This design comes from an exercise in tuning for small area and a short achievable clock period on the open sky130 flow, not from production work. Function was checked by simulation only, so behaviour that the tests miss may differ from the original.

[config.mk]
export PLATFORM = sky130hd
export DESIGN_NAME = div32p2
export DESIGN_NICKNAME = div32p2
export VERILOG_FILES = /design/flow/design.v
export SDC_FILE = /design/flow/constraint.sdc
export NUM_CORES = 4
export LEC_CHECK = 0
export ABC_AREA = 1
export CAP_MARGIN = 50
export CORE_MARGIN = 2
export CORE_UTILIZATION = 45
export GPL_TIMING_DRIVEN = 0
export PLACE_DENSITY = 0.6
export SLEW_MARGIN = 70
export SYNTH_HIERARCHICAL = 1
[constraint.sdc]
create_clock -name core_clock -period 95.0 [get_ports {clk}]
set_input_delay 19.0000 -clock core_clock [delete_from_list [all_inputs] [get_ports {clk}]]
set_output_delay 19.0000 -clock core_clock [all_outputs]
set_load 0.01 [all_outputs]
[design.v]
`default_nettype none
module dstep (
    input  wire [31:0] p,
    input  wire        b,
    input  wire [31:0] d,
    output wire        q,
    output wire [31:0] pn);
    wire [32:0] r_a = {p, b};
    wire [32:0] r_bb = {1'b0, d};
    wire [32:0] r_g = r_a & ~r_bb;
    wire [32:0] r_t = r_a | ~r_bb;
    wire r_G1 = r_g[1] | (r_t[1] & r_a[0]) | (r_t[1] & ~r_bb[0]);
    wire r_G2 = r_g[3] | (r_t[3] & r_g[2]);
    wire r_P2 = r_t[3] & r_t[2];
    wire r_G3 = r_g[5] | (r_t[5] & r_g[4]);
    wire r_P3 = r_t[5] & r_t[4];
    wire r_G4 = r_g[7] | (r_t[7] & r_g[6]);
    wire r_P4 = r_t[7] & r_t[6];
    wire r_G5 = r_g[9] | (r_t[9] & r_g[8]);
    wire r_P5 = r_t[9] & r_t[8];
    wire r_G6 = r_g[11] | (r_t[11] & r_g[10]);
    wire r_P6 = r_t[11] & r_t[10];
    wire r_G7 = r_g[13] | (r_t[13] & r_g[12]);
    wire r_P7 = r_t[13] & r_t[12];
    wire r_G8 = r_g[15] | (r_t[15] & r_g[14]);
    wire r_P8 = r_t[15] & r_t[14];
    wire r_G9 = r_g[17] | (r_t[17] & r_g[16]);
    wire r_P9 = r_t[17] & r_t[16];
    wire r_G10 = r_g[19] | (r_t[19] & r_g[18]);
    wire r_P10 = r_t[19] & r_t[18];
    wire r_G11 = r_g[21] | (r_t[21] & r_g[20]);
    wire r_P11 = r_t[21] & r_t[20];
    wire r_G12 = r_g[23] | (r_t[23] & r_g[22]);
    wire r_P12 = r_t[23] & r_t[22];
    wire r_G13 = r_g[25] | (r_t[25] & r_g[24]);
    wire r_P13 = r_t[25] & r_t[24];
    wire r_G14 = r_g[27] | (r_t[27] & r_g[26]);
    wire r_P14 = r_t[27] & r_t[26];
    wire r_G15 = r_g[29] | (r_t[29] & r_g[28]);
    wire r_P15 = r_t[29] & r_t[28];
    wire r_G16 = r_g[31] | (r_t[31] & r_g[30]);
    wire r_P16 = r_t[31] & r_t[30];
    wire r_G17 = r_G2 | (r_P2 & r_G1);
    wire r_G18 = r_G4 | (r_P4 & r_G3);
    wire r_P18 = r_P4 & r_P3;
    wire r_G19 = r_G6 | (r_P6 & r_G5);
    wire r_P19 = r_P6 & r_P5;
    wire r_G20 = r_G8 | (r_P8 & r_G7);
    wire r_P20 = r_P8 & r_P7;
    wire r_G21 = r_G10 | (r_P10 & r_G9);
    wire r_P21 = r_P10 & r_P9;
    wire r_G22 = r_G12 | (r_P12 & r_G11);
    wire r_P22 = r_P12 & r_P11;
    wire r_G23 = r_G14 | (r_P14 & r_G13);
    wire r_P23 = r_P14 & r_P13;
    wire r_G24 = r_G16 | (r_P16 & r_G15);
    wire r_P24 = r_P16 & r_P15;
    wire r_G25 = r_G18 | (r_P18 & r_G17);
    wire r_G26 = r_G20 | (r_P20 & r_G19);
    wire r_P26 = r_P20 & r_P19;
    wire r_G27 = r_G22 | (r_P22 & r_G21);
    wire r_P27 = r_P22 & r_P21;
    wire r_G28 = r_G24 | (r_P24 & r_G23);
    wire r_P28 = r_P24 & r_P23;
    wire r_G29 = r_G26 | (r_P26 & r_G25);
    wire r_G30 = r_G28 | (r_P28 & r_G27);
    wire r_P30 = r_P28 & r_P27;
    wire r_G31 = r_G30 | (r_P30 & r_G29);
    wire r_G32 = r_G27 | (r_P27 & r_G29);
    wire r_G33 = r_G19 | (r_P19 & r_G25);
    wire r_G34 = r_G21 | (r_P21 & r_G29);
    wire r_G35 = r_G23 | (r_P23 & r_G32);
    wire r_G36 = r_G3 | (r_P3 & r_G17);
    wire r_G37 = r_G5 | (r_P5 & r_G25);
    wire r_G38 = r_G7 | (r_P7 & r_G33);
    wire r_G39 = r_G9 | (r_P9 & r_G29);
    wire r_G40 = r_G11 | (r_P11 & r_G34);
    wire r_G41 = r_G13 | (r_P13 & r_G32);
    wire r_G42 = r_G15 | (r_P15 & r_G35);
    wire [32:0] r_c = {r_G31, r_g[30], r_G42, r_g[28], r_G35, r_g[26], r_G41, r_g[24], r_G32, r_g[22], r_G40, r_g[20], r_G34, r_g[18], r_G39, r_g[16], r_G29, r_g[14], r_G38, r_g[12], r_G33, r_g[10], r_G37, r_g[8], r_G25, r_g[6], r_G36, r_g[4], r_G17, r_g[2], r_G1, r_t[0], 1'b1};
    wire r_s0 = (r_a[0] ^ 1'b1) ^ ~r_bb[0];
    wire r_s1 = (r_a[1] ^ (1'b1 ? r_t[0] : r_g[0])) ^ ~r_bb[1];
    wire r_s2 = (r_a[2] ^ r_G1) ^ ~r_bb[2];
    wire r_s3 = (r_a[3] ^ (r_G1 ? r_t[2] : r_g[2])) ^ ~r_bb[3];
    wire r_s4 = (r_a[4] ^ r_G17) ^ ~r_bb[4];
    wire r_s5 = (r_a[5] ^ (r_G17 ? r_t[4] : r_g[4])) ^ ~r_bb[5];
    wire r_s6 = (r_a[6] ^ r_G36) ^ ~r_bb[6];
    wire r_s7 = (r_a[7] ^ (r_G36 ? r_t[6] : r_g[6])) ^ ~r_bb[7];
    wire r_s8 = (r_a[8] ^ r_G25) ^ ~r_bb[8];
    wire r_s9 = (r_a[9] ^ (r_G25 ? r_t[8] : r_g[8])) ^ ~r_bb[9];
    wire r_s10 = (r_a[10] ^ r_G37) ^ ~r_bb[10];
    wire r_s11 = (r_a[11] ^ (r_G37 ? r_t[10] : r_g[10])) ^ ~r_bb[11];
    wire r_s12 = (r_a[12] ^ r_G33) ^ ~r_bb[12];
    wire r_s13 = (r_a[13] ^ (r_G33 ? r_t[12] : r_g[12])) ^ ~r_bb[13];
    wire r_s14 = (r_a[14] ^ r_G38) ^ ~r_bb[14];
    wire r_s15 = (r_a[15] ^ (r_G38 ? r_t[14] : r_g[14])) ^ ~r_bb[15];
    wire r_s16 = (r_a[16] ^ r_G29) ^ ~r_bb[16];
    wire r_s17 = (r_a[17] ^ (r_G29 ? r_t[16] : r_g[16])) ^ ~r_bb[17];
    wire r_s18 = (r_a[18] ^ r_G39) ^ ~r_bb[18];
    wire r_s19 = (r_a[19] ^ (r_G39 ? r_t[18] : r_g[18])) ^ ~r_bb[19];
    wire r_s20 = (r_a[20] ^ r_G34) ^ ~r_bb[20];
    wire r_s21 = (r_a[21] ^ (r_G34 ? r_t[20] : r_g[20])) ^ ~r_bb[21];
    wire r_s22 = (r_a[22] ^ r_G40) ^ ~r_bb[22];
    wire r_s23 = (r_a[23] ^ (r_G40 ? r_t[22] : r_g[22])) ^ ~r_bb[23];
    wire r_s24 = (r_a[24] ^ r_G32) ^ ~r_bb[24];
    wire r_s25 = (r_a[25] ^ (r_G32 ? r_t[24] : r_g[24])) ^ ~r_bb[25];
    wire r_s26 = (r_a[26] ^ r_G41) ^ ~r_bb[26];
    wire r_s27 = (r_a[27] ^ (r_G41 ? r_t[26] : r_g[26])) ^ ~r_bb[27];
    wire r_s28 = (r_a[28] ^ r_G35) ^ ~r_bb[28];
    wire r_s29 = (r_a[29] ^ (r_G35 ? r_t[28] : r_g[28])) ^ ~r_bb[29];
    wire r_s30 = (r_a[30] ^ r_G42) ^ ~r_bb[30];
    wire r_s31 = (r_a[31] ^ (r_G42 ? r_t[30] : r_g[30])) ^ ~r_bb[31];
    wire r_s32 = (r_a[32] ^ r_G31) ^ ~r_bb[32];
    wire [32:0] r_s = {r_s32, r_s31, r_s30, r_s29, r_s28, r_s27, r_s26, r_s25, r_s24, r_s23, r_s22, r_s21, r_s20, r_s19, r_s18, r_s17, r_s16, r_s15, r_s14, r_s13, r_s12, r_s11, r_s10, r_s9, r_s8, r_s7, r_s6, r_s5, r_s4, r_s3, r_s2, r_s1, r_s0};
    wire r_q = ~r_s[32];
    wire [31:0] r_pn = r_q ? r_s[31:0] : r_a[31:0];
    assign q = r_q;
    assign pn = r_pn;
endmodule
module div32p2(
    input  wire [63:0] x,
    input  wire [31:0] d,
    output wire [31:0] q,
    output wire [31:0] r,
    input  wire        clk,
    input  wire        rstn);
    wire sa0_q;
    wire [31:0] sa0_pn;
    dstep u_sa0 (.p(x[63:32]), .b(x[31]), .d(d), .q(sa0_q), .pn(sa0_pn));
    wire sa1_q;
    wire [31:0] sa1_pn;
    dstep u_sa1 (.p(sa0_pn), .b(x[30]), .d(d), .q(sa1_q), .pn(sa1_pn));
    wire sa2_q;
    wire [31:0] sa2_pn;
    dstep u_sa2 (.p(sa1_pn), .b(x[29]), .d(d), .q(sa2_q), .pn(sa2_pn));
    wire sa3_q;
    wire [31:0] sa3_pn;
    dstep u_sa3 (.p(sa2_pn), .b(x[28]), .d(d), .q(sa3_q), .pn(sa3_pn));
    wire sa4_q;
    wire [31:0] sa4_pn;
    dstep u_sa4 (.p(sa3_pn), .b(x[27]), .d(d), .q(sa4_q), .pn(sa4_pn));
    wire sa5_q;
    wire [31:0] sa5_pn;
    dstep u_sa5 (.p(sa4_pn), .b(x[26]), .d(d), .q(sa5_q), .pn(sa5_pn));
    wire sa6_q;
    wire [31:0] sa6_pn;
    dstep u_sa6 (.p(sa5_pn), .b(x[25]), .d(d), .q(sa6_q), .pn(sa6_pn));
    wire sa7_q;
    wire [31:0] sa7_pn;
    dstep u_sa7 (.p(sa6_pn), .b(x[24]), .d(d), .q(sa7_q), .pn(sa7_pn));
    reg [31:0] p1;
    reg [31:0] d1;
    reg [23:0] x1;
    reg [31:24] q1;
    always @(posedge clk) begin
        p1 <= sa7_pn;
        d1 <= d;
        x1 <= x[23:0];
        q1 <= {sa0_q, sa1_q, sa2_q, sa3_q, sa4_q, sa5_q, sa6_q, sa7_q};
    end
    wire sb0_q;
    wire [31:0] sb0_pn;
    dstep u_sb0 (.p(p1), .b(x1[23]), .d(d1), .q(sb0_q), .pn(sb0_pn));
    wire sb1_q;
    wire [31:0] sb1_pn;
    dstep u_sb1 (.p(sb0_pn), .b(x1[22]), .d(d1), .q(sb1_q), .pn(sb1_pn));
    wire sb2_q;
    wire [31:0] sb2_pn;
    dstep u_sb2 (.p(sb1_pn), .b(x1[21]), .d(d1), .q(sb2_q), .pn(sb2_pn));
    wire sb3_q;
    wire [31:0] sb3_pn;
    dstep u_sb3 (.p(sb2_pn), .b(x1[20]), .d(d1), .q(sb3_q), .pn(sb3_pn));
    wire sb4_q;
    wire [31:0] sb4_pn;
    dstep u_sb4 (.p(sb3_pn), .b(x1[19]), .d(d1), .q(sb4_q), .pn(sb4_pn));
    wire sb5_q;
    wire [31:0] sb5_pn;
    dstep u_sb5 (.p(sb4_pn), .b(x1[18]), .d(d1), .q(sb5_q), .pn(sb5_pn));
    wire sb6_q;
    wire [31:0] sb6_pn;
    dstep u_sb6 (.p(sb5_pn), .b(x1[17]), .d(d1), .q(sb6_q), .pn(sb6_pn));
    wire sb7_q;
    wire [31:0] sb7_pn;
    dstep u_sb7 (.p(sb6_pn), .b(x1[16]), .d(d1), .q(sb7_q), .pn(sb7_pn));
    wire sb8_q;
    wire [31:0] sb8_pn;
    dstep u_sb8 (.p(sb7_pn), .b(x1[15]), .d(d1), .q(sb8_q), .pn(sb8_pn));
    wire sb9_q;
    wire [31:0] sb9_pn;
    dstep u_sb9 (.p(sb8_pn), .b(x1[14]), .d(d1), .q(sb9_q), .pn(sb9_pn));
    wire sb10_q;
    wire [31:0] sb10_pn;
    dstep u_sb10 (.p(sb9_pn), .b(x1[13]), .d(d1), .q(sb10_q), .pn(sb10_pn));
    wire sb11_q;
    wire [31:0] sb11_pn;
    dstep u_sb11 (.p(sb10_pn), .b(x1[12]), .d(d1), .q(sb11_q), .pn(sb11_pn));
    wire sb12_q;
    wire [31:0] sb12_pn;
    dstep u_sb12 (.p(sb11_pn), .b(x1[11]), .d(d1), .q(sb12_q), .pn(sb12_pn));
    wire sb13_q;
    wire [31:0] sb13_pn;
    dstep u_sb13 (.p(sb12_pn), .b(x1[10]), .d(d1), .q(sb13_q), .pn(sb13_pn));
    wire sb14_q;
    wire [31:0] sb14_pn;
    dstep u_sb14 (.p(sb13_pn), .b(x1[9]), .d(d1), .q(sb14_q), .pn(sb14_pn));
    wire sb15_q;
    wire [31:0] sb15_pn;
    dstep u_sb15 (.p(sb14_pn), .b(x1[8]), .d(d1), .q(sb15_q), .pn(sb15_pn));
    wire sb16_q;
    wire [31:0] sb16_pn;
    dstep u_sb16 (.p(sb15_pn), .b(x1[7]), .d(d1), .q(sb16_q), .pn(sb16_pn));
    reg [31:0] p2;
    reg [31:0] d2;
    reg [6:0] x2;
    reg [31:7] q2;
    reg        rz;   
    always @(posedge clk) begin
        p2 <= sb16_pn;
        d2 <= d1;
        x2 <= x1[6:0];
        q2 <= {q1, sb0_q, sb1_q, sb2_q, sb3_q, sb4_q, sb5_q, sb6_q, sb7_q, sb8_q, sb9_q, sb10_q, sb11_q, sb12_q, sb13_q, sb14_q, sb15_q, sb16_q};
        rz <= ~rstn;
    end
    wire sc0_q;
    wire [31:0] sc0_pn;
    dstep u_sc0 (.p(p2), .b(x2[6]), .d(d2), .q(sc0_q), .pn(sc0_pn));
    wire sc1_q;
    wire [31:0] sc1_pn;
    dstep u_sc1 (.p(sc0_pn), .b(x2[5]), .d(d2), .q(sc1_q), .pn(sc1_pn));
    wire sc2_q;
    wire [31:0] sc2_pn;
    dstep u_sc2 (.p(sc1_pn), .b(x2[4]), .d(d2), .q(sc2_q), .pn(sc2_pn));
    wire sc3_q;
    wire [31:0] sc3_pn;
    dstep u_sc3 (.p(sc2_pn), .b(x2[3]), .d(d2), .q(sc3_q), .pn(sc3_pn));
    wire sc4_q;
    wire [31:0] sc4_pn;
    dstep u_sc4 (.p(sc3_pn), .b(x2[2]), .d(d2), .q(sc4_q), .pn(sc4_pn));
    wire sc5_q;
    wire [31:0] sc5_pn;
    dstep u_sc5 (.p(sc4_pn), .b(x2[1]), .d(d2), .q(sc5_q), .pn(sc5_pn));
    wire sc6_q;
    wire [31:0] sc6_pn;
    dstep u_sc6 (.p(sc5_pn), .b(x2[0]), .d(d2), .q(sc6_q), .pn(sc6_pn));
    wire [31:0] qc = {q2, sc0_q, sc1_q, sc2_q, sc3_q, sc4_q, sc5_q, sc6_q};
    assign q = rz ? 32'd0 : qc;
    assign r = rz ? 32'd0 : sc6_pn;
endmodule
`default_nettype wire
[flow/run.sh]
#!/bin/bash
# The standard layout (the standard.sh, synthesis unchanged), except that the port
# buffers that placement inserts on every input and output are sky130_fd_sc_hd__buf_2
# instead of the delay cell clkdlybuf4s50_1 the default picks.
set -euo pipefail
export BUFFER_PORTS_ARGS="-buffer_cell sky130_fd_sc_hd__buf_2"
bash standard.sh > standard.log 2>&1
[standard.sh]
#!/bin/bash
# synth_recipe.tcl (not shown) runs the flow's synth.tcl, then flattens the netlist and writes it again
# the make line also repeats each setting of config.mk as NAME=value (left out here)
make -C /OpenROAD-flow-scripts/flow DESIGN_CONFIG=/design/flow/config.mk WORK_HOME=/design/flow/orfs CLKGATE_MAP_FILE= SYNTH_SCRIPT=/design/flow/synth_recipe.tcl "${@:-finish}"
==> results.py, run 1 <==
metrics = {
    "worst_setup_path": {
        "crit_buf_inv": 22,
        "crit_type": "input pin to flop",
        "critical_path_arrival_ns": 33.13,
        "critPathMaxFanout": 17,
        "cpPeakStageDelay_ns": 0.38,
        "startpoint_type": "input pin",
        "crit_family": "simple AND/OR/NAND/NOR gates",
        "critPathMostFrequentCell": "nand2_1",
        "crit_slowest_cell": "o21ai_0",
        "required_ns": 95.41,
        "cp-end-kind": "flop",
    },
    "floorplanning": {
        "die_width_um": 384,
        "die_area_mm2": 0.147,
        "start_util_pct": 45.2,
        "core_mm2": 0.143,
        "io_pins": 162,
        "fp-row-count": 139,
        "die_h_um": 384,
    },
    "placed_design": {
        "placed_area_mm2": 0.0698,
        "port_buffers": 161,
        "dpl.hpwl_mm": 170,
        "gp_congestion": 0.912,
    },
    "route": {
        "drtPass1Iterations": 5,
        "routedWlPerCell_um": 13.0,
        "drc": 0,
        "drtIter0Drc": 4061,
        "avgViaCountPerCell": 4.86,
        "ant_nets": 0,
        "wl_mm": 196,
        "via_count": 73400,
    },
    "clock_network": {
        "htree_levels": 4,
        "post_cts_buffers": 0,
        "holdBufCountCts": 0,
        "cts_resized": 0,
        "insertion_delay_ns": 0.57,
        "clk_pin_slew_worst_paths_ns": 0.09,
        "cts_buffers": 17,
        "cts-root-buf": "clkbuf_16",
        "cts.sinks": 193,
        "cts_tree": "yes",
        "cts.path.max_buffers": 2,
    },
    "sta": {
        "skew_ns": 0.0364,
        "slew_headroom_pct": 66.5,
        "finalHoldViolations": 0,
        "rsz0062_at_grt": "false",
        "fmax_mhz": 30.6,
        "setup-tns-final_ns": 0,
        "setup_violations": 0,
        "final_max_slew_viol_count": 0,
        "period_share_pct": 34.5,
        "tightest_slew_ns": 0.497,
        "post-route-min-period_ns": 32.73,
    },
    "global_route": {
        "grt_pass1_wl_mm": 321,
        "grt_max_degree": 26,
        "grt-busiest-layer": "met2",
        "antenna_found_initial": 5,
        "met1_usage_pct": 33.0,
        "use_met3_pct": 2.36,
        "gr-usage-met2_pct": 47.3,
        "grt-ovfl-total": 0,
        "groute.usage.overall_pct": 26.2,
        "grt_pass1_vias": 66400,
    },
    "synth": {
        "avgSynthCellArea_um2": 5.01,
        "syn-cell-area_mm2": 0.0649,
        "synth-warning-count": 7,
        "synthCells": 13000,
        "synth_edf_count": 0,
        "ys.flop_type": "dfxtp_1",
        "yosysSeqAreaShare_pct": 5.95,
        "synthArstFlopShare_pct": 0,
        "synth_nets": 13100,
        "synth.distinct_cells": 29,
        "ys_seq_elements": 193,
    },
    "run": {
        "max_cap_viol_count": 0,
    },
    "cells_and_area": {
        "areaGrowthSynthToFinish_pct": 8.61,
        "seq_area_mm2": 0.00402,
        "multi_input_area_mm2": 0.0501,
        "final_area_mm2": 0.0705,
        "fin_nets": 13300,
        "fillers": 15500,
        "drive_above_1_share_pct": 9.77,
    },
    "run_status": {
        "status": "no timing/DRC/antenna violations",
    },
    "hold_path": {
        "hp-class": "flop to flop",
    },
}
## cell families after synthesis
| kind of cell | Yosys count | synth area share, % |
|---|---|---|
| compound gates | 1664 | 14.5 |
| buf+inv | 2568 | 17.3 |
| fa+ha+maj | 32 | 0.617 |
| xor+xnor | 896 | 12.1 |
| flops | 193 | 5.95 |
| simple gates | 7616 | 49.6 |
## synthesized netlist by cell type (all sizes together) (64+ instances only)
master | number | share of area (%)
nand2 | 5504 | 33
inv | 2369 | 14
nor2 | 1056 | 6.1
o21ai | 1056 | 8.9
nand3 | 512 | 4.7
a21oi | 480 | 4.3
xor2 | 480 | 6.5
xnor2 | 416 | 5.6
or2 | 352 | 3.6
buf | 199 | 3.5
dfxtp | 193 | 6.0
nor3 | 96 | 0.74
a31oi | 64 | 0.62
## registers in the layout, indices dropped and copies added, names as in the netlist
signal,cells
d1,32
d2,32
p2,32
rz,1
q2,25
x1,24
x2,7
q1,8
p1,32
## per-module statistics from Yosys, one instance, submodules excluded
module | cell area [um2] | flops+latches | cells inside | times used
dstep | 1890 | 0 | 395 | 32
div32p2 | 4430 | 193 | 329 | 1
## worst reg2reg max path: cells and delay by family (launching register included)
family	cells	cell delay (ns)
compound gates	31	6.12
flops	1	0.56
buf+inv	46	5.59
simple gates	183	18.75
## metrics by stage
step / utilization [%] / setup slack, ns / instances / hold slack (ns)
CTS: 49.1 / 62.11 / 15100 / 0.335
finish: 49.1 / 62.27 / 15100 / 0.333
global placement: 47.5 / 61.61 / 15000 / 0.310
detailed placement: 48.7 / 61.53 / 15100 / 0.312
global route: 49.1 / 60.56 / 15100 / 0.341
floorplan: - / 64.61 / 13000 / 0.310
## metal layers
layer  vias to the layer above  wire length [um]
met1                     32200             91000
met5                         -                16
met2                      1227             92500
li1                      39700                 -
met4                         2              5270
met3                       241              7520
## placed cells by master, fill, tap and decap left out, types with 45 or more instances in the layout
cell | netlist | layout
buf_6 | 199 | 199
nand3_2 | 96 | 96
or2_1 | 160 | 160
buf_2 | 0 | 157
or2_2 | 128 | 128
nor3_1 | 96 | 96
o21ai_0 | 672 | 545
a21oi_1 | 384 | 384
a31oi_1 | 64 | 64
or2_4 | 64 | 64
nand2_2 | 128 | 128
o21ai_2 | 128 | 150
nor2_1 | 1056 | 1056
dfxtp_1 | 193 | 135
nand2_1 | 5312 | 5312
buf_16 | 0 | 45
o21ai_1 | 256 | 361
inv_1 | 2337 | 2336
nand3_1 | 416 | 416
xor2_1 | 480 | 480
a21oi_2 | 96 | 96
xnor2_1 | 416 | 416
## layout make-up
| type | count | share of cell area (%) |
|---|---|---|
| timing repair buffer | 211 | 3.02 |
| clock inverter | 15 | 0.298 |
| clock buffer | 17 | 0.603 |
| inverter | 2369 | 12.7 |
| buffer | 199 | 3.18 |
| tap | 1903 | 3.38 |
| sequential | 193 | 5.70 |
| multi-input combinational | 10200 | 71.1 |
| antenna | 3 | 0.0106 |
## path summary, 6_finish.rpt
| path | to | from | slack, ns | depth (start not counted) |
|---|---|---|---|---|
| worst min-delay path | x2[6] | x1[6] | 0.33 | 0 |
| worst min register to register | x2[6] | x1[6] | 0.33 | 0 |
| worst max-delay path | p1[2] | d[28] | 62.27 | 111 |
| worst max register to register | p2[31] | d1[20] | 63.88 | 260 |
==> run 2, diff against run 1 <==
--- a/design.v
+++ b/design.v
@@ -1,4 +1,4 @@
 `default_nettype none
-module dstep (
+module dstep_td (
     input  wire [31:0] p,
     input  wire        b,
@@ -118,4 +118,122 @@
     assign pn = r_pn;
 endmodule
+module dstep (
+    input  wire [31:0] p,
+    input  wire        b,
+    input  wire [31:0] d,
+    output wire        q,
+    output wire [31:0] pn);
+    wire [32:0] r_a = {p, b};
+    wire [32:0] r_nb = {1'b1, d};   
+    wire [32:0] r_g = r_a & r_nb;
+    wire [32:0] r_t = r_a | r_nb;
+    wire r_G1 = r_g[1] | (r_t[1] & r_a[0]) | (r_t[1] & r_nb[0]);
+    wire r_G2 = r_g[3] | (r_t[3] & r_g[2]);
+    wire r_P2 = r_t[3] & r_t[2];
+    wire r_G3 = r_g[5] | (r_t[5] & r_g[4]);
+    wire r_P3 = r_t[5] & r_t[4];
+    wire r_G4 = r_g[7] | (r_t[7] & r_g[6]);
+    wire r_P4 = r_t[7] & r_t[6];
+    wire r_G5 = r_g[9] | (r_t[9] & r_g[8]);
+    wire r_P5 = r_t[9] & r_t[8];
+    wire r_G6 = r_g[11] | (r_t[11] & r_g[10]);
+    wire r_P6 = r_t[11] & r_t[10];
+    wire r_G7 = r_g[13] | (r_t[13] & r_g[12]);
+    wire r_P7 = r_t[13] & r_t[12];
+    wire r_G8 = r_g[15] | (r_t[15] & r_g[14]);
+    wire r_P8 = r_t[15] & r_t[14];
+    wire r_G9 = r_g[17] | (r_t[17] & r_g[16]);
+    wire r_P9 = r_t[17] & r_t[16];
+    wire r_G10 = r_g[19] | (r_t[19] & r_g[18]);
+    wire r_P10 = r_t[19] & r_t[18];
+    wire r_G11 = r_g[21] | (r_t[21] & r_g[20]);
+    wire r_P11 = r_t[21] & r_t[20];
+    wire r_G12 = r_g[23] | (r_t[23] & r_g[22]);
+    wire r_P12 = r_t[23] & r_t[22];
+    wire r_G13 = r_g[25] | (r_t[25] & r_g[24]);
+    wire r_P13 = r_t[25] & r_t[24];
+    wire r_G14 = r_g[27] | (r_t[27] & r_g[26]);
+    wire r_P14 = r_t[27] & r_t[26];
+    wire r_G15 = r_g[29] | (r_t[29] & r_g[28]);
+    wire r_P15 = r_t[29] & r_t[28];
+    wire r_G16 = r_g[31] | (r_t[31] & r_g[30]);
+    wire r_P16 = r_t[31] & r_t[30];
+    wire r_G17 = r_G2 | (r_P2 & r_G1);
+    wire r_G18 = r_G4 | (r_P4 & r_G3);
+    wire r_P18 = r_P4 & r_P3;
+    wire r_G19 = r_G6 | (r_P6 & r_G5);
+    wire r_P19 = r_P6 & r_P5;
+    wire r_G20 = r_G8 | (r_P8 & r_G7);
+    wire r_P20 = r_P8 & r_P7;
+    wire r_G21 = r_G10 | (r_P10 & r_G9);
+    wire r_P21 = r_P10 & r_P9;
+    wire r_G22 = r_G12 | (r_P12 & r_G11);
+    wire r_P22 = r_P12 & r_P11;
+    wire r_G23 = r_G14 | (r_P14 & r_G13);
+    wire r_P23 = r_P14 & r_P13;
+    wire r_G24 = r_G16 | (r_P16 & r_G15);
+    wire r_P24 = r_P16 & r_P15;
+    wire r_G25 = r_G18 | (r_P18 & r_G17);
+    wire r_G26 = r_G20 | (r_P20 & r_G19);
+    wire r_P26 = r_P20 & r_P19;
+    wire r_G27 = r_G22 | (r_P22 & r_G21);
+    wire r_P27 = r_P22 & r_P21;
+    wire r_G28 = r_G24 | (r_P24 & r_G23);
+    wire r_P28 = r_P24 & r_P23;
+    wire r_G29 = r_G26 | (r_P26 & r_G25);
+    wire r_G30 = r_G28 | (r_P28 & r_G27);
+    wire r_P30 = r_P28 & r_P27;
+    wire r_G31 = r_G30 | (r_P30 & r_G29);
+    wire r_G32 = r_G27 | (r_P27 & r_G29);
+    wire r_G33 = r_G19 | (r_P19 & r_G25);
+    wire r_G34 = r_G21 | (r_P21 & r_G29);
+    wire r_G35 = r_G23 | (r_P23 & r_G32);
+    wire r_G36 = r_G3 | (r_P3 & r_G17);
+    wire r_G37 = r_G5 | (r_P5 & r_G25);
+    wire r_G38 = r_G7 | (r_P7 & r_G33);
+    wire r_G39 = r_G9 | (r_P9 & r_G29);
+    wire r_G40 = r_G11 | (r_P11 & r_G34);
+    wire r_G41 = r_G13 | (r_P13 & r_G32);
+    wire r_G42 = r_G15 | (r_P15 & r_G35);
+    wire [32:0] r_c = {r_G31, r_g[30], r_G42, r_g[28], r_G35, r_g[26], r_G41, r_g[24], r_G32, r_g[22], r_G40, r_g[20], r_G34, r_g[18], r_G39, r_g[16], r_G29, r_g[14], r_G38, r_g[12], r_G33, r_g[10], r_G37, r_g[8], r_G25, r_g[6], r_G36, r_g[4], r_G17, r_g[2], r_G1, r_t[0], 1'b1};
+    wire r_s0 = (r_a[0] ^ 1'b1) ^ r_nb[0];
+    wire r_s1 = (r_a[1] ^ (1'b1 ? r_t[0] : r_g[0])) ^ r_nb[1];
+    wire r_s2 = (r_a[2] ^ r_G1) ^ r_nb[2];
+    wire r_s3 = (r_a[3] ^ (r_G1 ? r_t[2] : r_g[2])) ^ r_nb[3];
+    wire r_s4 = (r_a[4] ^ r_G17) ^ r_nb[4];
+    wire r_s5 = (r_a[5] ^ (r_G17 ? r_t[4] : r_g[4])) ^ r_nb[5];
+    wire r_s6 = (r_a[6] ^ r_G36) ^ r_nb[6];
+    wire r_s7 = (r_a[7] ^ (r_G36 ? r_t[6] : r_g[6])) ^ r_nb[7];
+    wire r_s8 = (r_a[8] ^ r_G25) ^ r_nb[8];
+    wire r_s9 = (r_a[9] ^ (r_G25 ? r_t[8] : r_g[8])) ^ r_nb[9];
+    wire r_s10 = (r_a[10] ^ r_G37) ^ r_nb[10];
+    wire r_s11 = (r_a[11] ^ (r_G37 ? r_t[10] : r_g[10])) ^ r_nb[11];
+    wire r_s12 = (r_a[12] ^ r_G33) ^ r_nb[12];
+    wire r_s13 = (r_a[13] ^ (r_G33 ? r_t[12] : r_g[12])) ^ r_nb[13];
+    wire r_s14 = (r_a[14] ^ r_G38) ^ r_nb[14];
+    wire r_s15 = (r_a[15] ^ (r_G38 ? r_t[14] : r_g[14])) ^ r_nb[15];
+    wire r_s16 = (r_a[16] ^ r_G29) ^ r_nb[16];
+    wire r_s17 = (r_a[17] ^ (r_G29 ? r_t[16] : r_g[16])) ^ r_nb[17];
+    wire r_s18 = (r_a[18] ^ r_G39) ^ r_nb[18];
+    wire r_s19 = (r_a[19] ^ (r_G39 ? r_t[18] : r_g[18])) ^ r_nb[19];
+    wire r_s20 = (r_a[20] ^ r_G34) ^ r_nb[20];
+    wire r_s21 = (r_a[21] ^ (r_G34 ? r_t[20] : r_g[20])) ^ r_nb[21];
+    wire r_s22 = (r_a[22] ^ r_G40) ^ r_nb[22];
+    wire r_s23 = (r_a[23] ^ (r_G40 ? r_t[22] : r_g[22])) ^ r_nb[23];
+    wire r_s24 = (r_a[24] ^ r_G32) ^ r_nb[24];
+    wire r_s25 = (r_a[25] ^ (r_G32 ? r_t[24] : r_g[24])) ^ r_nb[25];
+    wire r_s26 = (r_a[26] ^ r_G41) ^ r_nb[26];
+    wire r_s27 = (r_a[27] ^ (r_G41 ? r_t[26] : r_g[26])) ^ r_nb[27];
+    wire r_s28 = (r_a[28] ^ r_G35) ^ r_nb[28];
+    wire r_s29 = (r_a[29] ^ (r_G35 ? r_t[28] : r_g[28])) ^ r_nb[29];
+    wire r_s30 = (r_a[30] ^ r_G42) ^ r_nb[30];
+    wire r_s31 = (r_a[31] ^ (r_G42 ? r_t[30] : r_g[30])) ^ r_nb[31];
+    wire r_s32 = (r_a[32] ^ r_G31) ^ r_nb[32];
+    wire [32:0] r_s = {r_s32, r_s31, r_s30, r_s29, r_s28, r_s27, r_s26, r_s25, r_s24, r_s23, r_s22, r_s21, r_s20, r_s19, r_s18, r_s17, r_s16, r_s15, r_s14, r_s13, r_s12, r_s11, r_s10, r_s9, r_s8, r_s7, r_s6, r_s5, r_s4, r_s3, r_s2, r_s1, r_s0};
+    wire r_q = ~r_s[32];
+    wire [31:0] r_pn = r_q ? r_s[31:0] : r_a[31:0];
+    assign q = r_q;
+    assign pn = r_pn;
+endmodule
 module div32p2(
     input  wire [63:0] x,
@@ -125,35 +243,36 @@
     input  wire        clk,
     input  wire        rstn);
+    wire [31:0] dn = ~d;
     wire sa0_q;
     wire [31:0] sa0_pn;
-    dstep u_sa0 (.p(x[63:32]), .b(x[31]), .d(d), .q(sa0_q), .pn(sa0_pn));
+    dstep_td u_sa0 (.p(x[63:32]), .b(x[31]), .d(d), .q(sa0_q), .pn(sa0_pn));
     wire sa1_q;
     wire [31:0] sa1_pn;
-    dstep u_sa1 (.p(sa0_pn), .b(x[30]), .d(d), .q(sa1_q), .pn(sa1_pn));
+    dstep_td u_sa1 (.p(sa0_pn), .b(x[30]), .d(d), .q(sa1_q), .pn(sa1_pn));
     wire sa2_q;
     wire [31:0] sa2_pn;
-    dstep u_sa2 (.p(sa1_pn), .b(x[29]), .d(d), .q(sa2_q), .pn(sa2_pn));
+    dstep_td u_sa2 (.p(sa1_pn), .b(x[29]), .d(d), .q(sa2_q), .pn(sa2_pn));
     wire sa3_q;
     wire [31:0] sa3_pn;
-    dstep u_sa3 (.p(sa2_pn), .b(x[28]), .d(d), .q(sa3_q), .pn(sa3_pn));
+    dstep_td u_sa3 (.p(sa2_pn), .b(x[28]), .d(d), .q(sa3_q), .pn(sa3_pn));
     wire sa4_q;
     wire [31:0] sa4_pn;
-    dstep u_sa4 (.p(sa3_pn), .b(x[27]), .d(d), .q(sa4_q), .pn(sa4_pn));
+    dstep_td u_sa4 (.p(sa3_pn), .b(x[27]), .d(d), .q(sa4_q), .pn(sa4_pn));
     wire sa5_q;
     wire [31:0] sa5_pn;
-    dstep u_sa5 (.p(sa4_pn), .b(x[26]), .d(d), .q(sa5_q), .pn(sa5_pn));
+    dstep_td u_sa5 (.p(sa4_pn), .b(x[26]), .d(d), .q(sa5_q), .pn(sa5_pn));
     wire sa6_q;
     wire [31:0] sa6_pn;
-    dstep u_sa6 (.p(sa5_pn), .b(x[25]), .d(d), .q(sa6_q), .pn(sa6_pn));
+    dstep_td u_sa6 (.p(sa5_pn), .b(x[25]), .d(d), .q(sa6_q), .pn(sa6_pn));
     wire sa7_q;
     wire [31:0] sa7_pn;
-    dstep u_sa7 (.p(sa6_pn), .b(x[24]), .d(d), .q(sa7_q), .pn(sa7_pn));
+    dstep_td u_sa7 (.p(sa6_pn), .b(x[24]), .d(d), .q(sa7_q), .pn(sa7_pn));
     reg [31:0] p1;
-    reg [31:0] d1;
+    reg [31:0] d1;   
     reg [23:0] x1;
     reg [31:24] q1;
     always @(posedge clk) begin
         p1 <= sa7_pn;
-        d1 <= d;
+        d1 <= dn;
         x1 <= x[23:0];
         q1 <= {sa0_q, sa1_q, sa2_q, sa3_q, sa4_q, sa5_q, sa6_q, sa7_q};
@@ -211,5 +330,5 @@
     dstep u_sb16 (.p(sb15_pn), .b(x1[7]), .d(d1), .q(sb16_q), .pn(sb16_pn));
     reg [31:0] p2;
-    reg [31:0] d2;
+    reg [31:0] d2;   
     reg [6:0] x2;
     reg [31:7] q2;
--- a/config.mk
+++ b/config.mk
@@ -11,5 +11,5 @@
 export CORE_UTILIZATION = 45
 export GPL_TIMING_DRIVEN = 0
-export PLACE_DENSITY = 0.6
+export PLACE_DENSITY = 0.85
 export SLEW_MARGIN = 70
 export SYNTH_HIERARCHICAL = 1
==> results.py, run 2 <==
metrics = {
    "run_status": {
        "status": "no timing/DRC/antenna violations",
    },
    "sta": {
        "tightest_slew_ns": 0.415,
        "fmax_mhz": 30.2,
        "setup_violations": 0,
        "final_max_slew_viol_count": 0,
        "rsz0062_at_grt": "false",
        "post-route-min-period_ns": 33.10,
        "finalHoldViolations": 0,
        "setup-tns-final_ns": 0,
        "period_share_pct": 34.8,
        "skew_ns": 0.0452,
        "slew_headroom_pct": 72.0,
    },
    "hold_path": {
        "hp-class": "flop to flop",
    },
    "route": {
        "avgViaCountPerCell": 4.93,
        "via_count": 70500,
        "ant_nets": 0,
        "routedWlPerCell_um": 10.6,
        "wl_mm": 152,
        "drc": 0,
        "drtIter0Drc": 3066,
        "drtPass1Iterations": 6,
    },
    "global_route": {
        "groute.usage.overall_pct": 21.5,
        "grt_pass1_vias": 66100,
        "antenna_found_initial": 4,
        "grt_pass1_wl_mm": 266,
        "grt_max_degree": 53,
        "grt-ovfl-total": 0,
    },
    "worst_setup_path": {
        "startpoint_type": "flop",
        "crit_slowest_cell": "dfxtp_2",
        "critPathMaxFanout": 14,
        "crit_type": "flop to output pin",
        "required_ns": 76.00,
        "cp-end-kind": "output pin",
        "critPathMostFrequentCell": "nand2_4",
        "cpPeakStageDelay_ns": 0.54,
        "critical_path_arrival_ns": 14.10,
    },
    "cells_and_area": {
        "final_cell_mix": "4,568 x nand2_1, 1,800 x nor2_1, 1,601 x inv_1",
        "drive_above_1_share_pct": 10.7,
        "final_common_cell": "nand2_1",
        "final_area_mm2": 0.0661,
        "fin_nets": 12600,
        "fillers": 14400,
        "areaGrowthSynthToFinish_pct": 6.54,
    },
    "clock_network": {
        "clk_pin_slew_worst_paths_ns": 0.08,
        "holdBufCountCts": 0,
        "cts.path.max_buffers": 2,
        "cts.sinks": 193,
        "cts-root-buf": "clkbuf_16",
        "cts_buffers": 17,
        "htree_levels": 4,
        "cts_tree": "yes",
        "post_cts_buffers": 0,
        "insertion_delay_ns": 0.56,
        "cts_resized": 0,
    },
    "synth": {
        "synth_top_area_share_pct": 27.6,
        "synthXorXnorAreaFrac_pct": 11.6,
        "syn-cell-area_mm2": 0.0620,
        "muxShareOfSynthArea_pct": 0,
        "ys.flop_type": "dfxtp_1",
        "yosysMostFrequentCell": "nand2_1",
        "synth-warning-count": 7,
        "synthCells": 12300,
        "synthTopCellsByCount": "4,568 x nand2_1, 1,800 x nor2_1, 1,601 x inv_1",
        "synth_top_family_by_area": "simple AND/OR/NAND/NOR gates",
        "synth_nets": 12400,
        "synth.distinct_cells": 37,
        "synth_area_leaders": "nand2_1 28%, nor2_1 11%, inv_1 9.7%",
        "synth_compound_area_share_pct": 16.6,
        "synth_adder_area_share_pct": 0.645,
        "yosysTopAreaCell": "nand2_1",
        "yosysSeqAreaShare_pct": 6.23,
        "yosys.area_share.simple_pct": 51.8,
        "avgSynthCellArea_um2": 5.04,
        "synthArstFlopShare_pct": 0,
        "ys_seq_elements": 193,
        "synth_edf_count": 0,
    },
    "floorplanning": {
        "start_util_pct": 45.2,
        "core_mm2": 0.137,
        "die_h_um": 375,
        "die_width_um": 375,
        "die_area_mm2": 0.141,
        "io_pins": 162,
        "fp-row-count": 136,
    },
    "placed_design": {
        "dpl.hpwl_mm": 134,
        "port_buffers": 161,
        "gp_congestion": 0.913,
        "placed_area_mm2": 0.0654,
    },
    "run": {
        "max_cap_viol_count": 0,
    },
}
-- run 2: metal layers --
metal	GRT usage, %	vias to the layer above	wire length (um)
li1	-	38500	-
met4	14.3	2	9890
met5	0	-	11
met3	1.65	455	2940
met1	19.5	30400	57800
met2	44.6	1078	81000
-- run 2: final timing paths --
check	start	end	slack, ns	cells past startpoint
setup / recovery	d2[7]	r[27]	61.90	98
hold / removal	q1[29]	q2[29]	0.33	0
setup reg to reg	d1[3]	p2[24]	62.43	232
hold reg to reg	q1[29]	q2[29]	0.33	0
-- run 2: final cells by class --
class | instances | area [um2] | area share, %
Sequential cell | 193 | 4030 | 6.09
Buffer | 199 | 1790 | 2.71
Inverter | 1681 | 6330 | 9.58
Clock inverter | 15 | 189 | 0.286
Timing Repair Buffer | 164 | 888 | 1.34
Clock buffer | 17 | 425 | 0.644
Tap cell | 1794 | 2240 | 3.40
Multi-Input combinational cell | 10200 | 50200 | 76.0
Antenna cell | 1 | 2.50 | 0.00379
-- run 2: Yosys stat by module (local to each module, per instance) --
module	times used	flip-flops and latches	area [um2]	cells
dstep	24	0	1770	366
dstep_td	8	0	1890	395
div32p2	1	193	4550	361
-- run 2: logic make-up (layout without fill, tap and decap cells) --
family,after synthesis,after routing
other,0,1
AO/OA/AOI/OAI,1712,1712
flip-flops,193,193
AND/OR/NAND/NOR,7664,7664
adder cells (fa/ha/maj),32,32
buffers and inverters,1880,2076
XOR/XNOR,824,824
-- run 2: through the flow --
stage	util [%]	hold WS, ns	setup WS (ns)	instances
global placement	47.5	0.311	61.30	14300
floorplan	-	0.310	64.61	12300
CTS	48.2	0.333	61.59	14300
detailed placement	47.7	0.313	61.72	14300
finish	48.2	0.329	61.90	14300
global route	48.2	0.338	59.41	14300
-- run 2: worst max-delay path: cells and delay by family, from the launching register on --
kind                   cells  cell delay, ns
DFF                        1            0.54
and+or+nand+nor           60            6.35
buffers and inverters     20            2.37
AOI/OAI and AO/OA         18            4.27
==> run 3, diff against run 2 <==
--- a/config.mk
+++ b/config.mk
@@ -9,5 +9,5 @@
 export CAP_MARGIN = 50
 export CORE_MARGIN = 2
-export CORE_UTILIZATION = 45
+export CORE_UTILIZATION = 38
 export GPL_TIMING_DRIVEN = 0
 export PLACE_DENSITY = 0.85
==> results.py, run 3 <==
metrics = {
    "floorplanning": {
        "core_mm2": 0.162,
        "die_area_mm2": 0.167,
        "die_h_um": 408,
        "start_util_pct": 38.2,
        "die_width_um": 408,
        "fp-row-count": 148,
        "io_pins": 162,
    },
    "run": {
        "max_cap_viol_count": 0,
    },
    "clock_network": {
        "cts.path.max_buffers": 2,
        "cts_buffers": 17,
        "cts_tree": "yes",
        "cts_resized": 0,
        "cts.sinks": 193,
        "insertion_delay_ns": 0.54,
        "cts-root-buf": "clkbuf_16",
        "htree_levels": 4,
        "post_cts_buffers": 0,
        "clk_pin_slew_worst_paths_ns": 0.07,
        "holdBufCountCts": 0,
    },
    "synth": {
        "yosysTopAreaCell": "nand2_1",
        "synth-warning-count": 7,
        "synth_edf_count": 0,
        "synthCells": 12300,
        "yosysMostFrequentCell": "nand2_1",
        "synthTopCellsByCount": "4,568 x nand2_1, 1,800 x nor2_1, 1,601 x inv_1",
        "synth_top_area_share_pct": 27.6,
        "synth_nets": 12400,
        "synthArstFlopShare_pct": 0,
        "syn-cell-area_mm2": 0.0620,
        "synth_area_leaders": "nand2_1 28%, nor2_1 11%, inv_1 9.7%",
        "avgSynthCellArea_um2": 5.04,
        "ys.flop_type": "dfxtp_1",
        "yosysSeqAreaShare_pct": 6.23,
        "ys_seq_elements": 193,
        "synth.distinct_cells": 37,
    },
    "worst_setup_path": {
        "crit_buf_inv": 18,
        "cpPeakStageDelay_ns": 0.49,
        "crit_slowest_cell": "dfxtp_2",
        "cp-end-kind": "output pin",
        "crit_family": "simple AND/OR/NAND/NOR gates",
        "crit_type": "flop to output pin",
        "critPathMaxFanout": 14,
        "required_ns": 76.00,
        "startpoint_type": "flop",
        "critical_path_arrival_ns": 14.15,
        "critPathMostFrequentCell": "nand2_4",
    },
    "cells_and_area": {
        "fin_cells": 14700,
        "areaGrowthSynthToFinish_pct": 7.33,
        "final_common_cell": "nand2_1",
        "fin_nets": 12600,
        "n_antenna_cell": 0,
        "fillers": 17200,
        "drive_above_1_share_pct": 10.8,
        "final_cell_mix": "4,568 x nand2_1, 1,800 x nor2_1, 1,601 x inv_1",
    },
    "sta": {
        "rsz0062_at_grt": "false",
        "post-route-min-period_ns": 33.15,
        "slew_headroom_pct": 70.4,
        "fmax_mhz": 30.2,
        "finalHoldViolations": 0,
        "setup-tns-final_ns": 0,
        "period_share_pct": 34.9,
        "tightest_slew_ns": 0.440,
        "skew_ns": 0.0151,
        "final_max_slew_viol_count": 0,
        "setup_violations": 0,
    },
    "placed_design": {
        "gp_congestion": 0.898,
        "dp_cells": 14600,
        "dpl.hpwl_mm": 133,
        "port_buffers": 161,
    },
    "global_route": {
        "grt-ovfl-total": 0,
        "grt_pass1_vias": 64400,
        "groute.usage.overall_pct": 17.9,
        "grt_pass1_wl_mm": 265,
        "antenna_found_initial": 15,
        "grt_max_degree": 53,
    },
    "run_status": {
        "status": "no timing/DRC/antenna violations",
    },
    "route": {
        "routedWlPerCell_um": 10.2,
        "drc": 0,
        "drtPass1Iterations": 6,
        "avgViaCountPerCell": 4.76,
        "wl_mm": 150,
        "via_count": 69900,
        "drtIter0Drc": 3088,
        "ant_nets": 0,
    },
    "hold_path": {
        "hp-class": "flop to flop",
    },
}
[run 3: cell counts after synthesis]
No cell type changed its count.
[run 3: modules after synthesis (local to each module, per instance)]
module	cell area (um2)	flops+latches	cells
div32p2	4550	193	361
dstep	1770	0	366
dstep_td	1890	0	395
[run 3: path summary, 6_finish.rpt]
path	from	end	slack, ns	cells past startpoint
setup / recovery	d2[3]	r[28]	61.85	98
hold / removal	x1[6]	x2[6]	0.33	0
setup reg to reg	d1[4]	p2[24]	63.14	222
hold reg to reg	x1[6]	x2[6]	0.33	0
[run 3: routing by layer]
| metal | GRT usage (%) | up-vias | part of all wire [%] |
|---|---|---|---|
| met4 | 7.97 | 4 | 4.1 |
| met5 | 0 | - | 0.013 |
| met2 | 37.4 | 980 | 54 |
| met3 | 1.45 | 331 | 2.0 |
| li1 | - | 38500 | - |
| met1 | 17.4 | 30100 | 40 |
[run 3: final cells by class]
cell class | count | area, um2 | share of cell area [%]
clock inverters | 14 | 155 | 0.233
clock buffers | 18 | 450 | 0.676
plain buffers | 199 | 1790 | 2.69
flip-flops and latches | 193 | 4030 | 6.04
multi-input cells | 10200 | 50200 | 75.4
inverters | 1681 | 6330 | 9.51
well taps | 2175 | 2720 | 4.09
repair buffers | 164 | 888 | 1.33
[run 3: stage by stage]
stage / hold WS, ns / cell area (um2) / setup slack, ns / utilization (%)
2_1_floorplan: 0.310 / 62000 / 64.61 / -
3_3_place_gp: 0.311 / 65600 / 62.07 / 40.4
3_5_place_dp: 0.313 / 65900 / 61.90 / 40.6
4_1_cts: 0.331 / 66500 / 61.58 / 41.0
5_1_grt: 0.337 / 66600 / 59.86 / 41.0
6_report: 0.328 / 66600 / 61.85 / 41.0
[run 3: cell families after synthesis]
group	after synthesis	synth area share, %
XOR/XNOR	824	11.6
buffers and inverters	1880	13.1
adder cells (fa/ha/maj)	32	0.645
flip-flops	193	6.23
AO/OA/AOI/OAI	1712	16.6
AND/OR/NAND/NOR	7664	51.8
==> run 4, diff against run 3 <==
--- a/config.mk
+++ b/config.mk
@@ -7,9 +7,9 @@
 export LEC_CHECK = 0
 export ABC_AREA = 1
-export CAP_MARGIN = 50
+export CAP_MARGIN = 45
 export CORE_MARGIN = 2
-export CORE_UTILIZATION = 38
+export CORE_UTILIZATION = 45
 export GPL_TIMING_DRIVEN = 0
 export PLACE_DENSITY = 0.85
-export SLEW_MARGIN = 70
+export SLEW_MARGIN = 65
 export SYNTH_HIERARCHICAL = 1
==> results.py, run 4 <==
metrics = {
    "run_status": {
        "status": "no timing/DRC/antenna violations",
    },
    "synth": {
        "synth_top_area_share_pct": 27.6,
        "yosysMostFrequentCell": "nand2_1",
        "syn-cell-area_mm2": 0.0620,
        "synth_nets": 12400,
        "ys_seq_elements": 193,
        "synthTopCellsByCount": "4,568 x nand2_1, 1,800 x nor2_1, 1,601 x inv_1",
        "yosysTopAreaCell": "nand2_1",
        "yosysSeqAreaShare_pct": 6.23,
        "ys.flop_type": "dfxtp_1",
        "avgSynthCellArea_um2": 5.04,
        "synth-warning-count": 7,
        "synth_area_leaders": "nand2_1 28%, nor2_1 11%, inv_1 9.7%",
        "synthCells": 12300,
        "synthArstFlopShare_pct": 0,
        "synth.distinct_cells": 37,
        "synth_edf_count": 0,
    },
    "global_route": {
        "groute.usage.overall_pct": 21.4,
        "grt-ovfl-total": 0,
        "antenna_found_initial": 3,
        "grt_pass1_vias": 66000,
        "grt_pass1_wl_mm": 265,
        "grt_max_degree": 53,
    },
    "route": {
        "drtIter0Drc": 3144,
        "drtPass1Iterations": 8,
        "avgViaCountPerCell": 4.93,
        "met2_length_mm": 80.8,
        "wl_mm": 151,
        "via_count": 70400,
        "wl_met1_mm": 57.4,
        "routed.top_layer": "met5",
        "routedWlPerCell_um": 10.5,
        "ant_nets": 0,
        "wl_met3_mm": 2.98,
        "drc": 0,
    },
    "worst_setup_path": {
        "cp-end-kind": "output pin",
        "r2r_start": "d1[5]",
        "critPathMaxFanout": 14,
        "critical_path_arrival_ns": 14.42,
        "startpoint_type": "flop",
        "crit_type": "flop to output pin",
        "critPathMostFrequentCell": "nand2_4",
        "crit_slowest_cell": "dfxtp_1",
        "required_ns": 76.00,
        "cp-startpoint": "d2[23]",
        "cpPeakStageDelay_ns": 0.60,
    },
    "clock_network": {
        "holdBufCountCts": 0,
        "insertion_delay_ns": 0.53,
        "cts.path.max_buffers": 2,
        "cts_tree": "yes",
        "cts-root-buf": "clkbuf_16",
        "cts_buffers": 17,
        "htree_levels": 4,
        "post_cts_buffers": 0,
        "cts.sinks": 193,
        "clk_pin_slew_worst_paths_ns": 0.07,
        "cts_resized": 0,
    },
    "cells_and_area": {
        "fillers": 14400,
        "seq_area_mm2": 0.00401,
        "multi_input_area_mm2": 0.0501,
        "drive_above_1_share_pct": 10.5,
        "final_cell_mix": "4,568 x nand2_1, 1,800 x nor2_1, 1,601 x inv_1",
        "fin_nets": 12600,
        "final_common_cell": "nand2_1",
        "areaGrowthSynthToFinish_pct": 6.37,
        "finish.utilization_pct": 48.1,
        "final_area_mm2": 0.0660,
    },
    "floorplanning": {
        "fp-row-count": 136,
        "die_h_um": 375,
        "core_mm2": 0.137,
        "die_area_mm2": 0.141,
        "start_util_pct": 45.2,
        "io_pins": 162,
        "die_width_um": 375,
    },
    "sta": {
        "slew_headroom_pct": 60.6,
        "skew_ns": 0.0210,
        "setup_violations": 0,
        "setup-tns-final_ns": 0,
        "tightest_slew_ns": 0.586,
        "hold_ws_ns": 0.329,
        "rsz0062_at_grt": "false",
        "post-route-min-period_ns": 33.42,
        "finalHoldViolations": 0,
        "period_share_pct": 35.2,
        "final_max_slew_viol_count": 0,
        "fmax_mhz": 29.9,
    },
    "run": {
        "max_cap_viol_count": 0,
    },
    "placed_design": {
        "placed_area_mm2": 0.0653,
        "dpl.hpwl_mm": 134,
        "port_buffers": 161,
        "gp_congestion": 0.913,
    },
    "hold_path": {
        "hold_start": "q1[29]",
        "hp-class": "flop to flop",
    },
}
-- run 4: kinds of logic (layout without fill, tap and decap cells) --
group / count (synthesis) / after routing / synth area share, %
and+or+nand+nor: 7664 / 7664 / 51.8
DFF: 193 / 193 / 6.23
adders and majority gates: 32 / 32 / 0.645
AOI/OAI and AO/OA: 1712 / 1712 / 16.6
other: 0 / 1 / 0
xor gates and xnor gates: 824 / 824 / 11.6
buffers and inverters: 1880 / 2075 / 13.1
-- run 4: Yosys stat by module, one instance, submodules excluded --
module	cell area, um2	copies in the design	flops+latches
dstep_td	1890	8	0
dstep	1770	24	0
div32p2	4550	1	193
-- run 4: layout make-up --
class	count	share of cell area, %
tap	1794	3.40
multi-input combinational	10200	76.0
antenna	1	0.00379
clock inverter	14	0.265
buffer	199	2.71
clock buffer	18	0.683
inverter	1681	9.59
sequential	193	6.08
timing repair buffer	163	1.29
-- run 4: layer usage --
metal	vias up	track usage, %
li1	38500	-
met1	30400	19.4
met2	1054	44.6
met3	428	1.51
met4	2	13.8
met5	-	0
-- run 4: final timing paths --
| path | depth (start not counted) | slack (ns) | end |
|---|---|---|---|
| setup / recovery | 96 | 61.58 | r[28] |
| hold / removal | 0 | 0.33 | q2[29] |
| setup reg to reg | 206 | 62.34 | p2[24] |
| hold reg to reg | 0 | 0.33 | q2[29] |
-- run 4: through the flow --
stage	worst slack [ns]	instances
2_1_floorplan	64.61	12300
4_1_cts	61.52	14300
5_1_grt	59.30	14300
3_3_place_gp	61.30	14300
6_report	61.58	14300
3_5_place_dp	61.72	14300
-- run 4: critical path, delay by kind of cell (launching register included) --
kind / cells / cell delay [ns]
buf+inv: 21 / 2.41
simple gates: 58 / 6.61
compound gates: 17 / 4.17
flops: 1 / 0.60
==> run 5, diff against run 4 <==
==> run.sh (new file) <==
#!/bin/bash
# synth_recipe.tcl (not shown) runs the flow's synth.tcl, then flattens the netlist and writes it again
# the make line also repeats each setting of config.mk as NAME=value (left out here)
make -C /OpenROAD-flow-scripts/flow DESIGN_CONFIG=/design/flow/config.mk WORK_HOME=/design/flow/orfs CLKGATE_MAP_FILE= SYNTH_SCRIPT=/design/flow/synth_recipe.tcl finish
--- a/config.mk
+++ b/config.mk
@@ -7,9 +7,9 @@
 export LEC_CHECK = 0
 export ABC_AREA = 1
-export CAP_MARGIN = 45
+export CAP_MARGIN = 50
 export CORE_MARGIN = 2
 export CORE_UTILIZATION = 45
 export GPL_TIMING_DRIVEN = 0
 export PLACE_DENSITY = 0.85
-export SLEW_MARGIN = 65
+export SLEW_MARGIN = 70
 export SYNTH_HIERARCHICAL = 1
removed: flow/run.sh
removed: standard.sh
==> results.py, run 5 <==
metrics = {
    "cells_and_area": {
        "final_cell_mix": "4,568 x nand2_1, 1,800 x nor2_1, 1,601 x inv_1",
        "fin_cells": 14300,
        "drive_above_1_share_pct": 9.68,
        "seq_area_mm2": 0.00403,
        "fin_nets": 12600,
        "areaGrowthSynthToFinish_pct": 7.63,
        "multi_input_area_mm2": 0.0502,
        "n_antenna_cell": 0,
        "final_common_cell": "nand2_1",
        "fillers": 14200,
    },
    "global_route": {
        "grt_pass1_wl_mm": 266,
        "grt_pass1_vias": 65600,
        "groute.usage.overall_pct": 21.5,
        "grt-ovfl-total": 0,
        "antenna_found_initial": 1,
        "grt_max_degree": 53,
    },
    "worst_setup_path": {
        "cpPeakStageDelay_ns": 0.55,
        "crit_type": "flop to output pin",
        "reg2regPathDepth": 222,
        "critical_path_arrival_ns": 14.64,
        "crit_slowest_cell": "clkdlybuf4s50_1",
        "crit_buf_inv": 20,
        "r2r_start": "d1[3]",
        "r2r_end": "p2[28]",
        "critPathMostFrequentCell": "nand2_4",
        "startpoint_type": "flop",
        "crit_cells": 102,
        "crit_family": "simple AND/OR/NAND/NOR gates",
        "regToRegSetupSlack_ns": 62.68,
        "required_ns": 76.00,
        "critPathMaxFanout": 14,
        "cp-end-kind": "output pin",
    },
    "sta": {
        "slew_headroom_pct": 69.3,
        "period_share_pct": 35.4,
        "fmax_mhz": 29.7,
        "final_max_slew_viol_count": 0,
        "rsz0062_at_grt": "false",
        "setup-tns-final_ns": 0,
        "tightest_slew_ns": 0.457,
        "setup_violations": 0,
        "skew_ns": 0.0285,
        "post-route-min-period_ns": 33.64,
        "finalHoldViolations": 0,
    },
    "hold_path": {
        "hp-class": "flop to flop",
        "hold_start": "x1[6]",
        "hold_depth": 0,
        "min_to": "x2[6]",
    },
    "synth": {
        "synth.distinct_cells": 37,
        "avgSynthCellArea_um2": 5.04,
        "synth-warning-count": 7,
        "synth_top_area_share_pct": 27.6,
        "yosysSeqAreaShare_pct": 6.23,
        "synthCells": 12300,
        "synth_edf_count": 0,
        "ys_seq_elements": 193,
        "yosysTopAreaCell": "nand2_1",
        "synth_area_leaders": "nand2_1 28%, nor2_1 11%, inv_1 9.7%",
        "ys.flop_type": "dfxtp_1",
        "yosysMostFrequentCell": "nand2_1",
        "synthArstFlopShare_pct": 0,
        "synthTopCellsByCount": "4,568 x nand2_1, 1,800 x nor2_1, 1,601 x inv_1",
        "syn-cell-area_mm2": 0.0620,
        "synth_nets": 12400,
    },
    "route": {
        "wl_met1_mm": 57.9,
        "wl_met3_mm": 2.84,
        "ant_nets": 0,
        "routedWlPerCell_um": 10.6,
        "routed.top_layer": "met4",
        "wl_mm": 152,
        "via_count": 70400,
        "drc": 0,
        "drtIter0Drc": 3106,
        "drtPass1Iterations": 8,
        "met2_length_mm": 81.7,
        "avgViaCountPerCell": 4.92,
    },
    "placed_design": {
        "port_buffers": 161,
        "dpl.hpwl_mm": 134,
        "dp_cells": 14300,
        "gp_congestion": 0.905,
    },
    "run": {
        "max_cap_viol_count": 0,
    },
    "floorplanning": {
        "die_h_um": 375,
        "start_util_pct": 45.2,
        "die_area_mm2": 0.141,
        "io_pins": 162,
        "core_mm2": 0.137,
        "die_width_um": 375,
        "fp-row-count": 136,
    },
    "clock_network": {
        "cts_tree": "yes",
        "cts_resized": 0,
        "cts.path.max_buffers": 2,
        "htree_levels": 4,
        "post_cts_buffers": 0,
        "cts-root-buf": "clkbuf_16",
        "cts_buffers": 17,
        "clk_pin_slew_worst_paths_ns": 0.09,
        "insertion_delay_ns": 0.55,
        "cts.sinks": 193,
        "holdBufCountCts": 0,
    },
    "run_status": {
        "status": "no timing/DRC/antenna violations",
    },
}
run 5: routing by layer:
layer  up-vias  global-route usage [%]
met5         -                       0
met2      1043                    45.0
met3       414                    1.71
met4         0                    13.0
li1      38500                       -
met1     30400                    19.6
run 5: layout make-up:
cell class,instances,area share [%]
sequential,193,6.03
multi-input combinational,10200,75.2
clock buffer,18,0.675
inverter,1681,9.48
clock inverter,14,0.264
buffer,199,2.68
tap,1794,3.36
timing repair buffer,164,2.33
run 5: worst max path at each step:
stage               startpoint  endpoint  slack [ns]
finish                   d2[2]      r[1]       61.36
global route             d1[8]    p2[28]       59.33
CTS                      d2[2]      r[1]       61.01
detailed placement        d[1]    p1[23]       61.19
global placement          d[6]    p1[31]       61.11
floorplan                 d[1]    p1[31]       64.61
run 5: worst register-to-register path, delay by kind of cell (launching register included):
family                 cells  cell delay [ns]
and+or+nand+nor          137            15.12
buffers and inverters     37             4.57
AOI/OAI and AO/OA         48            11.91
DFF                        1             0.58
run 5: cells by family (layout without fill, tap and decap cells):
kind of cell	count (synthesis)	count (layout)	share of synthesized area (%)
flip-flops	193	193	6.23
XOR/XNOR	824	824	11.6
AO/OA/AOI/OAI	1712	1712	16.6
adder cells (fa/ha/maj)	32	32	0.645
AND/OR/NAND/NOR	7664	7664	51.8
buffers and inverters	1880	2076	13.1
run 5: modules after synthesis, one instance, submodules excluded:
module	times used	cells	flip-flops and latches
div32p2	1	361	193
dstep	24	366	0
dstep_td	8	395	0
run 5: through the flow:
step                hold slack, ns  setup slack [ns]  util [%]  cell area, um2
floorplan                    0.310             64.61         -           62000
global placement             0.310             61.11      48.0           65900
detailed placement           0.312             61.19      48.2           66100
CTS                          0.327             61.01      48.6           66700
global route                 0.338             59.33      48.7           66800
finish                       0.325             61.36      48.7           66800

==> separate check: timing with driven ports <==
Ports are ideal in the flow. The routed layouts listed here were re-timed in OpenROAD. Step 1 assumes that a clkbuf_16 drives the clock port and a buf_2 every other input. Step 2 moves the port delays by t, midway between the first and last clock arrival at a register: inputs arrive t later, outputs are due t later. That takes back most of the time a late clock gives input paths. Three values: ideal, step 1, step 2; two values: the first two.
run	t, ns	slack for setup (ns)	hold WS [ns]	worst setup path at the end	clock arrival spread, ns
run 1	0.619	62.272 / 62.247 / 61.697	0.333 / 0.333 / 0.333	input to register	0.038 / 0.038
run 2	0.615	61.896 / 61.820 / 61.712	0.329 / 0.329 / 0.329	input to register	0.048 / 0.049
run 3	0.611	61.846 / 61.769 / 61.888	0.328 / 0.328 / 0.328	input to register	0.020 / 0.020
run 4	0.601	61.582 / 61.506 / 61.632	0.329 / 0.329 / 0.329	input to register	0.021 / 0.021
run 5	0.609	61.359 / 61.282 / 61.103	0.325 / 0.325 / 0.325	input to register	0.029 / 0.028
After both steps setup and hold are still met in every run listed. For run 1, which loses most, drivers alone change the setup slack by -0.025 ns; drivers and shift together by -0.575 ns.
